Context: an optimization exercise on an open-source flow, tuned for small area. The choices shown serve that exercise and are no tape-out recipe.
Function was checked by simulation only, so behaviour that the tests miss may differ from the original.
No activity file was given, so power comes from the tool's default toggle rates.

==> flow/design.v <==
`timescale 1ps/1ps
module top (
    input  clk,
    input  n_rst,
    input  rxd,
    output txd
);
    localparam PARSE = 2'd0, COMP = 2'd1, OUTP = 2'd2;
    reg  [4:0]  c;       
    reg  [1:0]  mode;
    reg  [3:0]  n;       
    reg  [4:0]  seq;     
    reg  [15:0] A, B;
    reg  [32:0] R;
    reg  [7:0]  SR;      
    reg         sgn;     
    reg         opl;     
    reg         opy;     
    reg         sa, sb;  
    reg         C;       
    reg         d;       
    wire parse = (mode == PARSE);
    wire comp  = (mode == COMP);
    wire outp  = (mode == OUTP);
    wire smp   = (c[3:0] == 4'hf);
    wire c0    = (c == 5'd0);
    wire c1    = (c == 5'd1);
    wire c16   = (c == 5'd16);
    wire c31   = (c == 5'd31);
    wire mul   = opl & ~opy;
    wire div   = opl & opy;
    wire sub   = ~opl & opy;
    wire zfill    = n[3] & n[1];                   
    wire rx_start = parse & ((n == 4'd0) | zfill) & smp & ~rxd;
    wire rx_bit   = parse & (n != 4'd0) & (n != 4'd9) & ~zfill & smp;
    wire win      = parse & (n == 4'd9);           
    wire win_end  = win & smp;
    wire digit    = SR[4] | SR[6];                  
    wire fieldA   = (seq >= 5'd3) & (seq <= 5'd7);
    wire fieldB   = (seq >= 5'd9) & (seq <= 5'd12);
    wire insA     = win & fieldA & digit;
    wire insB     = win & fieldB & digit;
    wire step  = comp & opl & seq[4];
    wire shl   = step | (comp & div & (seq == 5'd0) & ~c[4]);
    wire T     = shl ? R[32] : R[31];
    wire lastp = opl ? (seq == 5'd2) : (seq == 5'd15);
    wire load = outp & n[3] & (c[4:2] == {~seq[2] ^ div, ~seq[1], ~seq[0]});
    reg X, Ys, inv, init, cinv, act, wA, wB, wR, qinv, updd;
    always @(*) begin
        X = 1'b0; Ys = 1'b0; inv = 1'b0; init = 1'b0; cinv = 1'b0; act = 1'b0;
        wA = 1'b0; wB = 1'b0; wR = 1'b0; qinv = 1'b0; updd = 1'b0;
        if (parse) begin
            if (insA | insB) begin
                X = SR[0];
                Ys = SR[6] & ((c[3:0] == 4'd0) | (c[3:0] == 4'd3));
                init = (c[3:0] == 4'd0);
                act = 1'b1; wA = insA; wB = insB;
            end
        end else if (comp) begin
            if (~opl) begin
                if (seq == 5'd14) begin          
                    Ys = c[4] ? (sgn & sa) : A[15];
                    init = c0; act = 1'b1; wR = 1'b1;
                end else if (seq == 5'd15) begin  
                    X = T; Ys = c[4] ? (sgn & sb) : B[15];
                    inv = sub; init = c0; cinv = sub; act = 1'b1; wR = 1'b1;
                end
            end else if ((seq == 5'd14) | (seq == 5'd2)) begin
                Ys = c[4] ? B[15] : A[15];
                inv = 1'b1; init = c0 | c16; cinv = 1'b1; act = 1'b1;
                wA = ~c[4] & sgn & sa; wB = c[4] & sgn & sb;
            end else if (seq == 5'd15) begin
                Ys = mul ? (c[4] & B[15]) : (~c[4] & A[15]);
                init = c0; act = 1'b1; wR = 1'b1; updd = 1'b1;
            end else if (step) begin
                if (mul) begin                   
                    X = ~c0 & T;
                    Ys = ~c[4] & (c0 ? R[0] : d) & A[15];
                    init = c0; act = 1'b1; wR = 1'b1;
                end else if (c0 & (seq != 5'd16)) begin
                    X = T; inv = ~d; act = 1'b1; wR = 1'b1; qinv = 1'b1; updd = 1'b1;
                end else if (c[4]) begin         
                    X = T; Ys = B[15]; inv = ~d; init = c16; cinv = ~d;
                    act = 1'b1; wR = 1'b1;
                end
            end else if (seq == 5'd0) begin
                if (div) begin
                    if (c0) begin
                        X = T; inv = ~d; act = 1'b1; wR = 1'b1; qinv = 1'b1; updd = 1'b1;
                    end else if (c[4]) begin     
                        X = T; Ys = d & B[15]; init = c16; act = 1'b1; wR = 1'b1;
                    end
                end
            end else if (seq == 5'd1) begin
                if (sgn & (sa ^ sb) & (mul | ~c[4])) begin
                    Ys = T; inv = 1'b1; init = c0; cinv = 1'b1; act = 1'b1; wR = 1'b1;
                end
            end
        end
    end
    wire Y   = Ys ^ inv;
    wire Ce  = init ? cinv : C;
    wire sum = X ^ Y ^ Ce;
    wire Cn  = (X & Y) | (X & Ce) | (Y & Ce);
    always @(posedge clk or negedge n_rst)
        if (!n_rst) c <= 5'd0;
        else c <= c + 5'd1;
    always @(posedge clk) begin
        A <= {A[14:0], ~zfill & (wA ? sum : A[15])};
        B <= {B[14:0], ~zfill & (wB ? sum : B[15])};
    end
    always @(posedge clk)
        R <= {R[31:0], wR ? (sum ^ qinv) : T};
    always @(posedge clk) begin
        if (act) C <= Cn;
        if (updd) d <= sum & ~(comp & (seq == 5'd15));
        else if (step & mul & c0) d <= R[0];
    end
    always @(posedge clk) begin
        if (rx_bit) SR <= {rxd, SR[7:1]};
        else if (insA | insB | load)
            SR[3:0] <= {load ? R[31] : insA ? A[15] : B[15], SR[3:1]};
        if (win_end & (seq == 5'd2)) sgn <= ~SR[2];
        if (win_end & (seq == 5'd8)) begin
            opl <= ~SR[0] | (SR[1] & SR[2]);
            opy <= SR[2];
        end
        if (parse & smp) begin
            sa <= A[15];
            sb <= B[15];
        end
    end
    always @(posedge clk or negedge n_rst)
        if (!n_rst) begin
            mode <= PARSE;
            n <= 4'd10;
            seq <= 5'd0;
        end else begin
            case (mode)
                PARSE: begin
                    if (rx_start) n <= 4'd1;
                    else if (smp & (n != 4'd0)) n <= ((n == 4'd9) | zfill) ? 4'd0 : n + 4'd1;
                    if (win_end) begin
                        if (seq == 5'd0) seq <= (SR == 8'h49) ? 5'd1 : 5'd0;
                        else if (seq == 5'd13) begin
                            mode <= COMP;
                        end else seq <= seq + 5'd1;
                    end
                end
                COMP: begin
                    if (c31) begin
                        if (lastp) begin
                            mode <= OUTP;
                            seq <= 5'd0;
                            n <= 4'd8;
                        end else seq <= seq + 5'd1;
                    end
                end
                default: begin
                    if (smp) begin
                        if (n == 4'd9) begin
                            n <= 4'd0;
                            if (seq == 5'd8) begin
                                mode <= PARSE;
                                seq <= 5'd0;
                            end else seq <= seq + 5'd1;
                        end else n <= n + 4'd1;
                    end
                end
            endcase
        end
    wire [3:0] dg = SR[3:0];
    wire       L  = dg[3] & (dg[2] | dg[1]);
    wire [3:0] e  = dg + {1'b0, L, L, L};
    reg tx;
    always @(*) begin
        if (~outp | (seq == 5'd0)) tx = 1'b1;
        else case (n)
            4'd0: tx = 1'b0;
            4'd1: tx = e[0];
            4'd2: tx = e[1];
            4'd3: tx = e[2];
            4'd4: tx = e[3];
            4'd5: tx = ~L;
            4'd6: tx = 1'b1;
            4'd7: tx = L;
            4'd8: tx = 1'b0;
            default: tx = 1'b1;
        endcase
    end
    assign txd = tx;
endmodule
==> flow/config.mk <==
export PLATFORM = sky130hd
export DESIGN_NAME = top
export DESIGN_NICKNAME = top
export VERILOG_FILES = /design/flow/design.v
export SDC_FILE = /design/flow/constraint.sdc
export NUM_CORES = 4
export LEC_CHECK = 0
export CAP_MARGIN = 20
export CORE_MARGIN = 2
export CORE_UTILIZATION = 40
export PLACE_DENSITY = 0.6
export SLEW_MARGIN = 20
==> flow/constraint.sdc <==
create_clock -name core_clock -period 14.0 [get_ports {clk}]
set_input_delay 2.8000 -clock core_clock [delete_from_list [all_inputs] [get_ports {clk}]]
set_output_delay 2.8000 -clock core_clock [all_outputs]
set_load 0.01 [all_outputs]
standard.sh (not shown) runs the stock make flow with config.mk's settings and CLKGATE_MAP_FILE= SYNTH_SCRIPT=/design/flow/synth_recipe.tcl, a recipe that flattens the netlist after the stock synthesis.
==> flow/flow/run.sh <==
#!/bin/bash
# Layout flow: the standard flow, except that synthesis maps the logic
# with yosys's default abc script (no full-adder extraction), and CTS uses
# the arguments in flow/cts_args.txt.  Registers are the standard ones.
set -euo pipefail
W=$(pwd)
CTS="$(cat $W/flow/cts_args.txt 2>/dev/null || true)"
# synthesis with our script
sed -e "s|SYNTH_SCRIPT=[^ ]*|SYNTH_SCRIPT=$W/flow/synth.tcl ADDER_MAP_FILE=|" standard.sh > my_synth.sh
bash my_synth.sh synth > synth.log 2>&1
# the rest of the standard flow
if [[ -n "$CTS" ]]; then
  sed -e "s|SYNTH_SCRIPT=[^ ]*|& CTS_ARGS='$CTS'|" standard.sh > my_std.sh
else
  cp standard.sh my_std.sh
fi
bash my_std.sh > layout.log 2>&1
==> flow/flow/cts_args.txt <==
-sink_clustering_enable -dont_use_dummy_load -root_buf sky130_fd_sc_hd__clkbuf_8 -buf_list sky130_fd_sc_hd__clkbuf_4 -repair_clock_nets
==> flow/flow/synth.tcl <==
proc synth {args} { yosys synth -nofsm -noshare {*}$args }
set f [open $::env(SCRIPTS_DIR)/synth.tcl]; set s [read $f]; close $f
set s [string map [list {log_cmd abc {*}$abc_args} {log_cmd abc {*}$::my_abc_args}] $s]
source $::env(SCRIPTS_DIR)/synth_preamble.tcl
# area-oriented mapping: two rounds of choice computation and area mapping
set ::my_abc_args [list -script "+strash;ifraig;scorr;dc2;strash;&get,-n;&dch,-f;&nf,-R,1000;&put;strash;&get,-n;&dch,-f;&nf,-R,1000;&put" {*}$lib_args {*}$lib_dont_use_args]
eval $s
# left out here: clear keep_hierarchy, flatten, clean up, hide names made inside functions, write 1_2_yosys.v
Edit:
--- a/flow/design.v
+++ b/flow/design.v
@@ -46,7 +46,7 @@
     wire lastp = opl ? (seq == 5'd2) : (seq == 5'd15);
     wire load = outp & n[3] & (c[4:2] == {~seq[2] ^ div, ~seq[1], ~seq[0]});
-    reg X, Ys, inv, init, cinv, act, wA, wB, wR, qinv, updd;
+    reg X, Ys, inv, init, cinv, wA, wB, wR, qinv, updd;
     always @(*) begin
-        X = 1'b0; Ys = 1'b0; inv = 1'b0; init = 1'b0; cinv = 1'b0; act = 1'b0;
+        X = 1'b0; Ys = 1'b0; inv = 1'b0; init = 1'b0; cinv = 1'b0;
         wA = 1'b0; wB = 1'b0; wR = 1'b0; qinv = 1'b0; updd = 1'b0;
         if (parse) begin
@@ -55,5 +55,5 @@
                 Ys = SR[6] & ((c[3:0] == 4'd0) | (c[3:0] == 4'd3));
                 init = (c[3:0] == 4'd0);
-                act = 1'b1; wA = insA; wB = insB;
+                wA = insA; wB = insB;
             end
         end else if (comp) begin
@@ -61,38 +61,38 @@
                 if (seq == 5'd14) begin          
                     Ys = c[4] ? (sgn & sa) : A[15];
-                    init = c0; act = 1'b1; wR = 1'b1;
+                    init = c0; wR = 1'b1;
                 end else if (seq == 5'd15) begin  
                     X = T; Ys = c[4] ? (sgn & sb) : B[15];
-                    inv = sub; init = c0; cinv = sub; act = 1'b1; wR = 1'b1;
+                    inv = sub; init = c0; cinv = sub; wR = 1'b1;
                 end
             end else if ((seq == 5'd14) | (seq == 5'd2)) begin
                 Ys = c[4] ? B[15] : A[15];
-                inv = 1'b1; init = c0 | c16; cinv = 1'b1; act = 1'b1;
+                inv = 1'b1; init = c0 | c16; cinv = 1'b1;
                 wA = ~c[4] & sgn & sa; wB = c[4] & sgn & sb;
             end else if (seq == 5'd15) begin
                 Ys = mul ? (c[4] & B[15]) : (~c[4] & A[15]);
-                init = c0; act = 1'b1; wR = 1'b1; updd = 1'b1;
+                init = c0; wR = 1'b1; updd = 1'b1;
             end else if (step) begin
                 if (mul) begin                   
                     X = ~c0 & T;
                     Ys = ~c[4] & (c0 ? R[0] : d) & A[15];
-                    init = c0; act = 1'b1; wR = 1'b1;
+                    init = c0; wR = 1'b1;
                 end else if (c0 & (seq != 5'd16)) begin
-                    X = T; inv = ~d; act = 1'b1; wR = 1'b1; qinv = 1'b1; updd = 1'b1;
+                    X = T; inv = ~d; wR = 1'b1; qinv = 1'b1; updd = 1'b1;
                 end else if (c[4]) begin         
                     X = T; Ys = B[15]; inv = ~d; init = c16; cinv = ~d;
-                    act = 1'b1; wR = 1'b1;
+                    wR = 1'b1;
                 end
             end else if (seq == 5'd0) begin
                 if (div) begin
                     if (c0) begin
-                        X = T; inv = ~d; act = 1'b1; wR = 1'b1; qinv = 1'b1; updd = 1'b1;
+                        X = T; inv = ~d; wR = 1'b1; qinv = 1'b1; updd = 1'b1;
                     end else if (c[4]) begin     
-                        X = T; Ys = d & B[15]; init = c16; act = 1'b1; wR = 1'b1;
+                        X = T; Ys = d & B[15]; init = c16; wR = 1'b1;
                     end
                 end
             end else if (seq == 5'd1) begin
                 if (sgn & (sa ^ sb) & (mul | ~c[4])) begin
-                    Ys = T; inv = 1'b1; init = c0; cinv = 1'b1; act = 1'b1; wR = 1'b1;
+                    Ys = T; inv = 1'b1; init = c0; cinv = 1'b1; wR = 1'b1;
                 end
             end
@@ -113,5 +113,5 @@
         R <= {R[31:0], wR ? (sum ^ qinv) : T};
     always @(posedge clk) begin
-        if (act) C <= Cn;
+        C <= Cn;
         if (updd) d <= sum & ~(comp & (seq == 5'd15));
         else if (step & mul & c0) d <= R[0];
Effect: Worst setup slack degrades by 0.23 ns; wire length came out higher by 4.8%; design area is about the same; flip-flop and latch count stays the same; register-to-register slack improves by 0.60 ns; via count came out lower by 1.7%; non-clock buffer count stays the same; power came out higher by 2.5%; final cell count came out lower by 1.3%; synthesized area hardly moves.

-- afterwards: timing with drivers on the ports --
In the flow no input, the clock included, has a driving cell. The finished layouts below were timed again as built, in two steps.
Step 1: set_driving_cell puts a clkbuf_16 on clk and a buf_2 on each other input, an assumption about the parent block.
Step 2 times the ports against the registers' clock, not the clock port: input delays grow and output delays shrink by t, the midpoint of the rising clock arrivals with the driver on.
a / b / c = ideal ports / drivers / drivers and shift; a / b = the first two.
run | t (ns) | setup slack, ns | hold slack, ns | worst setup path at the end | worst register clock-pin slew, ns
the first run | 0.361 | 8.977 / 8.947 / 9.309 | 0.286 / 0.286 / 0.286 | register to output | 0.09 / 0.09
the second run | 0.376 | 8.750 / 8.717 / 9.092 | 0.316 / 0.316 / 0.316 | register to output | 0.09 / 0.09
After both steps setup and hold are still met in every run listed.
